This is an optimization exercise on Yosys and OpenROAD, whose aim is a short achievable clock period and few clock cycles per item, not a production implementation. Only simulation tests tie the RTL to the original design; equivalence was not proved. Power is estimated from default activity; no workload was simulated.

==> v12: inputs <==
// myCPU
module myCPU (
    input  wire         cpu_rst,
    input  wire         cpu_clk,
    output wire [15:0]  inst_addr,
    input  wire [31:0]  inst,
    output wire [31:0]  ram_addr,
    input  wire [31:0]  ram_rdata,
    output wire         ram_wen,
    output wire [31:0]  ram_wdata,
    output reg          debug_wb_have_inst,
    output reg  [31:0]  debug_wb_pc,
    output reg          debug_wb_ena,
    output reg  [ 4:0]  debug_wb_reg,
    output reg  [31:0]  debug_wb_value
);
    localparam NB = 16;    
    localparam NR = 4;     
    integer k;
    reg [31:0] pc_f;
    reg        v_d;
    reg [31:0] inst_d, pc_d;
    reg        pt_d;
    reg [31:0] ptgt_d;
    reg [31:0] rv1_d, rv2_d;
    reg        v_e;
    reg [31:0] pc_e, a_e, b_e, const_e, tgt_e, pc4_e, ptgt_e;
    reg        pt_e, ptf_e;
    reg        is_br_e, is_jal_e, is_jalr_e;
    reg        sel_lw_e, sel_const_e;
    reg [2:0]  f3_e;
    reg        op_add_e, op_sub_e, op_and_e, op_or_e, op_xor_e, op_sll_e, op_srl_e, op_sra_e;
    reg        wen_e, hasrd_e;
    reg [4:0]  rd_e;
    reg [31:0] ram_addr_e, ram_wdata_e;
    reg        ram_wen_e;
    reg        wbw;
    reg [4:0]  wb_rd;
    reg [31:0] wb_val;
    reg        rst_q;       
    reg [15:0] pc_o;        
    reg [31:0] rf [1:31];
    reg        bv   [0:NB-1];
    reg [15:0] btag [0:NB-1];
    reg [15:0] btgt [0:NB-1];
    reg        bjmp [0:NB-1];
    reg        bret [0:NB-1];
    reg [1:0]  bctr [0:NB-1];
    reg [3:0]  bptr;
    reg [31:0] ras  [0:NR-1];
    assign inst_addr = pc_o;
    assign ram_addr  = ram_addr_e;
    assign ram_wdata = ram_wdata_e;
    assign ram_wen   = ram_wen_e;
    reg [NB-1:0] hit_f;
    reg          pred_f;
    reg [31:0]   ptgt_f;
    reg [15:0]   btsel_f;
    reg          rsel_f;
    always @(*) begin
        pred_f = 1'b0;
        btsel_f = 16'h0;
        rsel_f = 1'b0;
        for (k = 0; k < NB; k = k + 1) begin
            hit_f[k] = bv[k] && (btag[k] == pc_f[17:2]);
  ...
make LEC_CHECK=0 CAP_MARGIN=20 CORE_MARGIN=2 CORE_UTILIZATION=35 PLACE_DENSITY=0.45 SETUP_SLACK_MARGIN=5 SLEW_MARGIN=20 SYNTH_HIERARCHICAL=1 SYNTH_MINIMUM_KEEP_SIZE=0 TNS_END_PERCENT=100 finish   # period 10.0 ns
run.sh (not shown) runs the stock make flow with config.mk's settings and CLKGATE_MAP_FILE= SYNTH_SCRIPT=/design/flow/synth_recipe.tcl, a recipe that flattens the netlist after the stock synthesis.
==> v35 (differences from v12) <==
--- a/flow/design.v
+++ b/flow/design.v
@@ -162,31 +162,18 @@
     wire mis_o = v_e & (  (is_jalr_e & ~(pt_e & jmatch_e))
                         | (~ctl_e & pt_e)
                         | (is_jal_e & ptf_e & tne_e));
     wire mis_t = mis_o | (v_e & is_br_e & (~pt_e | (ptf_e & tne_e)));
     wire mis_n = mis_o | (v_e & is_br_e & pt_e);
     wire mis_e = taken_e ? mis_t : mis_n;
     wire [31:0] redir_t = is_jalr_e ? jt_e : ctl_e ? tgt_e : pc4_e;
     wire [31:0] redir_n = is_jalr_e ? jt_e : is_jal_e ? tgt_e : pc4_e;
-    wire [32:0] cmpd_s;
-    ksadd32 u_cmpd_s (.a({~old1[31], old1[30:0]}), .b({old2[31], ~old2[30:0]}), .cin(1'b1), .s(cmpd_s));
-    wire eq_d = (old1 == old2);
-    wire lt_d = ~cmpd_s[32];
-    wire taken_d = f3_d[2] ? (lt_d ^ f3_d[0]) : (eq_d ^ f3_d[0]);
-    wire fixb_d = v_d & is_br_d & ~fe1 & ~fe2 & (taken_d ^ pt_d);
-    wire [31:0] jtd = {agui_s[31:1], 1'b0};
-    wire [31:0] jdc = {ptgt_d[31:1], old1[0] ^ immI[0]};
-    wire [31:0] jdx = old1 ^ immI;
-    wire jdmatch = ((jdx ^ jdc) == {((old1[30:0] & immI[30:0]) | (jdx[30:0] & ~jdc[30:0])), 1'b0});
-    wire fixj_d = v_d & is_jalr_d & ~fe1 & ~(pt_d & jdmatch);
-    wire fix_d = fixb_d | fixj_d;
-    wire [31:0] fixpc_d = is_jalr_d ? jtd : taken_d ? tgt_d : pc4_d;
-    wire pt_id = fixb_d ? taken_d : (pt_d | fixj_d);
-    wire [31:0] pc_nm = fix_d ? fixpc_d : stall ? pc_f : pred_f ? ptgt_f : st_f ? stgt_f : pc_f + 32'd4;
+    wire pt_id = pt_d;
+    wire [31:0] pc_nm = stall ? pc_f : pred_f ? ptgt_f : st_f ? stgt_f : pc_f + 32'd4;
     wire [31:0] pc_next = taken_e ? (mis_t ? redir_t : pc_nm) : (mis_n ? redir_n : pc_nm);
     always @(posedge cpu_clk) begin
         rst_q <= cpu_rst;
         if (cpu_rst)
             pc_o <= 16'h0;
         else
             pc_o <= pc_next[17:2];
     end
@@ -207,17 +194,17 @@
                 fw2 <= 1'b0;
             end else begin
                 fe1 <= v_d & wen_d & (rd_d == rs1_f);
                 fe2 <= v_d & wen_d & (rd_d == rs2_f);
                 fw1 <= v_e & wen_e & (rd_e == rs1_f);
                 fw2 <= v_e & wen_e & (rd_e == rs2_f);
             end
             pc_f <= pc_next;
-            if (mis_e | fix_d)
+            if (mis_e)
                 v_d <= 1'b0;
             else if (!stall)
                 v_d <= 1'b1;
             if (!stall)
                 pt_d <= pred_f | st_f;
         end
     end
     always @(posedge cpu_clk) begin
@@ -244,19 +231,19 @@
     always @(posedge cpu_clk) begin
         pc_e      <= pc_d;
         a_e       <= fwd1;
         b_e       <= ((is_r_d | is_br_d) & fe2) ? res_e :
                      (is_r_d | is_br_d) ? old2 : immI;
         const_e   <= is_lui_d ? immU : pc4_d;
         tgt_e     <= tgt_d;
         pc4_e     <= pc4_d;
-        ptgt_e    <= fixj_d ? jtd : ptgt_d;
+        ptgt_e    <= ptgt_d;
         pt_e      <= pt_id;
-        ptf_e     <= pt_d & ~fix_d;
+        ptf_e     <= pt_d;
         is_br_e   <= is_br_d;
         is_jal_e  <= is_jal_d;
         is_jalr_e <= is_jalr_d;
         sel_lw_e    <= is_lw_d;
         sel_const_e <= is_lui_d | is_jal_d | is_jalr_d;
         f3_e      <= f3_d;
         op_add_e  <= op_add_d;
         op_sub_e  <= op_sub_d;
==> flow/flow/run.sh (new file) <==
#!/bin/bash
set -euo pipefail
MARGIN=6.5
export BUFFER_PORTS_ARGS="-buffer_cell sky130_fd_sc_hd__buf_4"
sed -e "s/SETUP_SLACK_MARGIN=[0-9.]*/SETUP_SLACK_MARGIN=${MARGIN}/" standard.sh > standard_margin.sh
grep -q "SETUP_SLACK_MARGIN=${MARGIN}" standard_margin.sh
bash standard_margin.sh > flow_make.log 2>&1
==> flow/standard.sh (new file) <==
#!/bin/bash
# synth_recipe.tcl (not shown) runs the flow's synth.tcl, then flattens the netlist and writes it again
# the make line also repeats each setting of config.mk as NAME=value (left out here)
make -C /OpenROAD-flow-scripts/flow DESIGN_CONFIG=/design/flow/config.mk WORK_HOME=/design/flow/orfs CLKGATE_MAP_FILE= SYNTH_SCRIPT=/design/flow/synth_recipe.tcl "${@:-finish}"
- CELL_PAD_IN_SITES_DETAIL_PLACEMENT: not set -> 1
- CELL_PAD_IN_SITES_GLOBAL_PLACEMENT: not set -> 1
- CORE_UTILIZATION: 35 -> 25
- PLACE_DENSITY: 0.45 -> 0.35
- TNS_END_PERCENT: 100 -> 10
removed: flow/run.sh
==> qor summary <==
quantity                                                                        v35              v12
Wire length on met2                                                 429,000 microns  321,000 microns
Site Rows                                                                       267              228
Most Frequent Cell on Critical Path                                           buf_4           nor3_1
Post-CTS setup buffers                                                          451               31
CP max FO                                                                         3               24
R2r worst-path depth                                                             17               16
Post-Syn Area                                                         132,000 sq um    135,000 sq um
Post-CTS resize count                                                         1,035              130
Violation count after the first detailed-routing iteration                   17,566           21,246
Detail-routed net length per standard cell                             44.2 microns     37.8 microns
Transition time at the pin with the least slew margin                       1.36 ns          1.35 ns
CP Depth                                                                         17               12
Final Hold Slack                                                           0.303 ns         0.325 ns
Worst Setup Slack, final                                                    5.53 ns          4.85 ns
Non-CTS inverters                                                               330              452
Clock buffer and inverter area fraction after layout                          6.52%            6.17%
Sw frac                                                                       37.9%            38.3%
Number of buffers created by CTS                                                325              290
Register clock-pin slew on the reported worst setup and hold paths          0.07 ns          0.06 ns
GR Util met1                                                                  49.0%            49.7%
Detailed Routing Iterations Pass 1                                                9               11
Reg2reg setup slack                                                         5.53 ns          4.98 ns
Run status                                         no timing/DRC/antenna violations  no timing/DRC/antenna violations
Testbench counts of v12, summed over its fixed seeds: cycles 24,186, instrs 22,862.
Testbench counts of v35, summed over its fixed seeds: cycles 24,429, instrs 22,862.


==> run a: inputs <==
myCPU with an RTL version that a note above also has.
Design myCPU, start of the top module:
module myCPU (
    input  wire         cpu_rst,
    input  wire         cpu_clk,
    output wire [15:0]  inst_addr,
    input  wire [31:0]  inst,
    output wire [31:0]  ram_addr,
    input  wire [31:0]  ram_rdata,
    output wire         ram_wen,
    output wire [31:0]  ram_wdata,
    output reg          debug_wb_have_inst,
    output reg  [31:0]  debug_wb_pc,
    output reg          debug_wb_ena,
    output reg  [ 4:0]  debug_wb_reg,
    output reg  [31:0]  debug_wb_value
);
clock: 10.0 ns
lec_check: 0
cap_margin: 20
cell_pad_in_sites_detail_placement: 1
cell_pad_in_sites_global_placement: 1
core_margin: 2
core_utilization: 35
place_density: 0.45
setup_slack_margin: 5
slew_margin: 20
synth_hierarchical: 1
synth_minimum_keep_size: 0
tns_end_percent: 10
standard.sh (not shown) runs the stock make flow with config.mk's settings and CLKGATE_MAP_FILE= SYNTH_SCRIPT=/design/flow/synth_recipe.tcl, a recipe that flattens the netlist after the stock synthesis.
==> flow/flow/run.sh <==
#!/bin/bash
set -euo pipefail
MARGIN=6.5
export BUFFER_PORTS_ARGS="-buffer_cell sky130_fd_sc_hd__buf_4"
sed -e "s/SETUP_SLACK_MARGIN=[0-9.]*/SETUP_SLACK_MARGIN=${MARGIN} ADDER_MAP_FILE=/" standard.sh > standard_margin.sh
grep -q "SETUP_SLACK_MARGIN=${MARGIN} ADDER_MAP_FILE=" standard_margin.sh
bash standard_margin.sh > flow_make.log 2>&1
==> run b: changes against run a <==
==> flow/flow/run.sh (replaced) <==
#!/bin/bash
set -euo pipefail
MARGIN=6.5
export BUFFER_PORTS_ARGS="-buffer_cell sky130_fd_sc_hd__buf_4"
sed -e "s/SETUP_SLACK_MARGIN=[0-9.]*/SETUP_SLACK_MARGIN=${MARGIN}/" standard.sh > standard_margin.sh
grep -q "SETUP_SLACK_MARGIN=${MARGIN}" standard_margin.sh
bash standard_margin.sh > flow_make.log 2>&1
==> comparison table <==
| item | run a | run b |
|---|---|---|
| Share of cell area taken by multi-input logic gates | 0.469 | 0.460 |
| Hold WS | 0.324 ns | 0.327 ns |
| Die height | 622 um | 618 um |
| Power in the clock group | 0.0114 W | 0.0113 W |
| Sequential share of cell area | 0.334 | 0.336 |
| Core ar. | 379000 um^2 | 376000 um^2 |
| Length of routed met2 wiring | 363000 um | 357000 um |
| Fmax | 232 MHz | 235 MHz |
| Length of routed met3 wiring | 97100 um | 105000 um |
| Data-path buffer share of cell area in the final layout | 0.0923 | 0.0967 |
| Wire length the detailed router placed on met1 | 343000 um | 344000 um |
| Critical-path cell with the highest stage delay | sky130_fd_sc_hd__maj3_1 | sky130_fd_sc_hd__a222oi_1 |
| Status | no timing/DRC/antenna violations | no timing/DRC/antenna violations |
| Die outline area | 387000 um^2 | 382000 um^2 |
| Netlist Area Pre-Place | 134000 um^2 | 132000 um^2 |
| Worst R2R End | rv1_d[16] | rv1_d[29] |
| Number of antenna violations at the first check in global routing | 86 | 93 |
Testbench counts of run a, summed over its fixed seeds: cycles 24,429, instrs 22,862.
Testbench counts of run b, summed over its fixed seeds: cycles 24,429, instrs 22,862.

-- port drivers added, routing unchanged --
How much do the figures lean on ideal ports? The routed layouts below were timed once more, with nothing changed but the port constraints. Step 1, drivers: a clkbuf_16 drives cpu_clk and a buf_2 each remaining input, both assumed. Step 2 also shifts input and output timing later by t, the mid clock arrival at the registers, as if the neighbouring blocks saw the same clock. Three values: ideal ports, drivers, drivers and shift; two values: the first two.
run	t (ns)	setup WS [ns]	latest minus earliest clock arrival (ns)
v12	1.062	4.850 / 4.953 / 3.891	0.100 / 0.100
v35	1.129	5.532 / 5.504 / 4.376	0.074 / 0.073
run a	1.092	5.698 / 5.698 / 4.619	0.088 / 0.088
run b	1.067	5.738 / 5.719 / 4.651	0.085 / 0.085
After both steps setup and hold are still met in every run listed. For v35, which loses most, drivers alone change the setup slack by -0.028 ns; drivers and shift together by -1.156 ns.
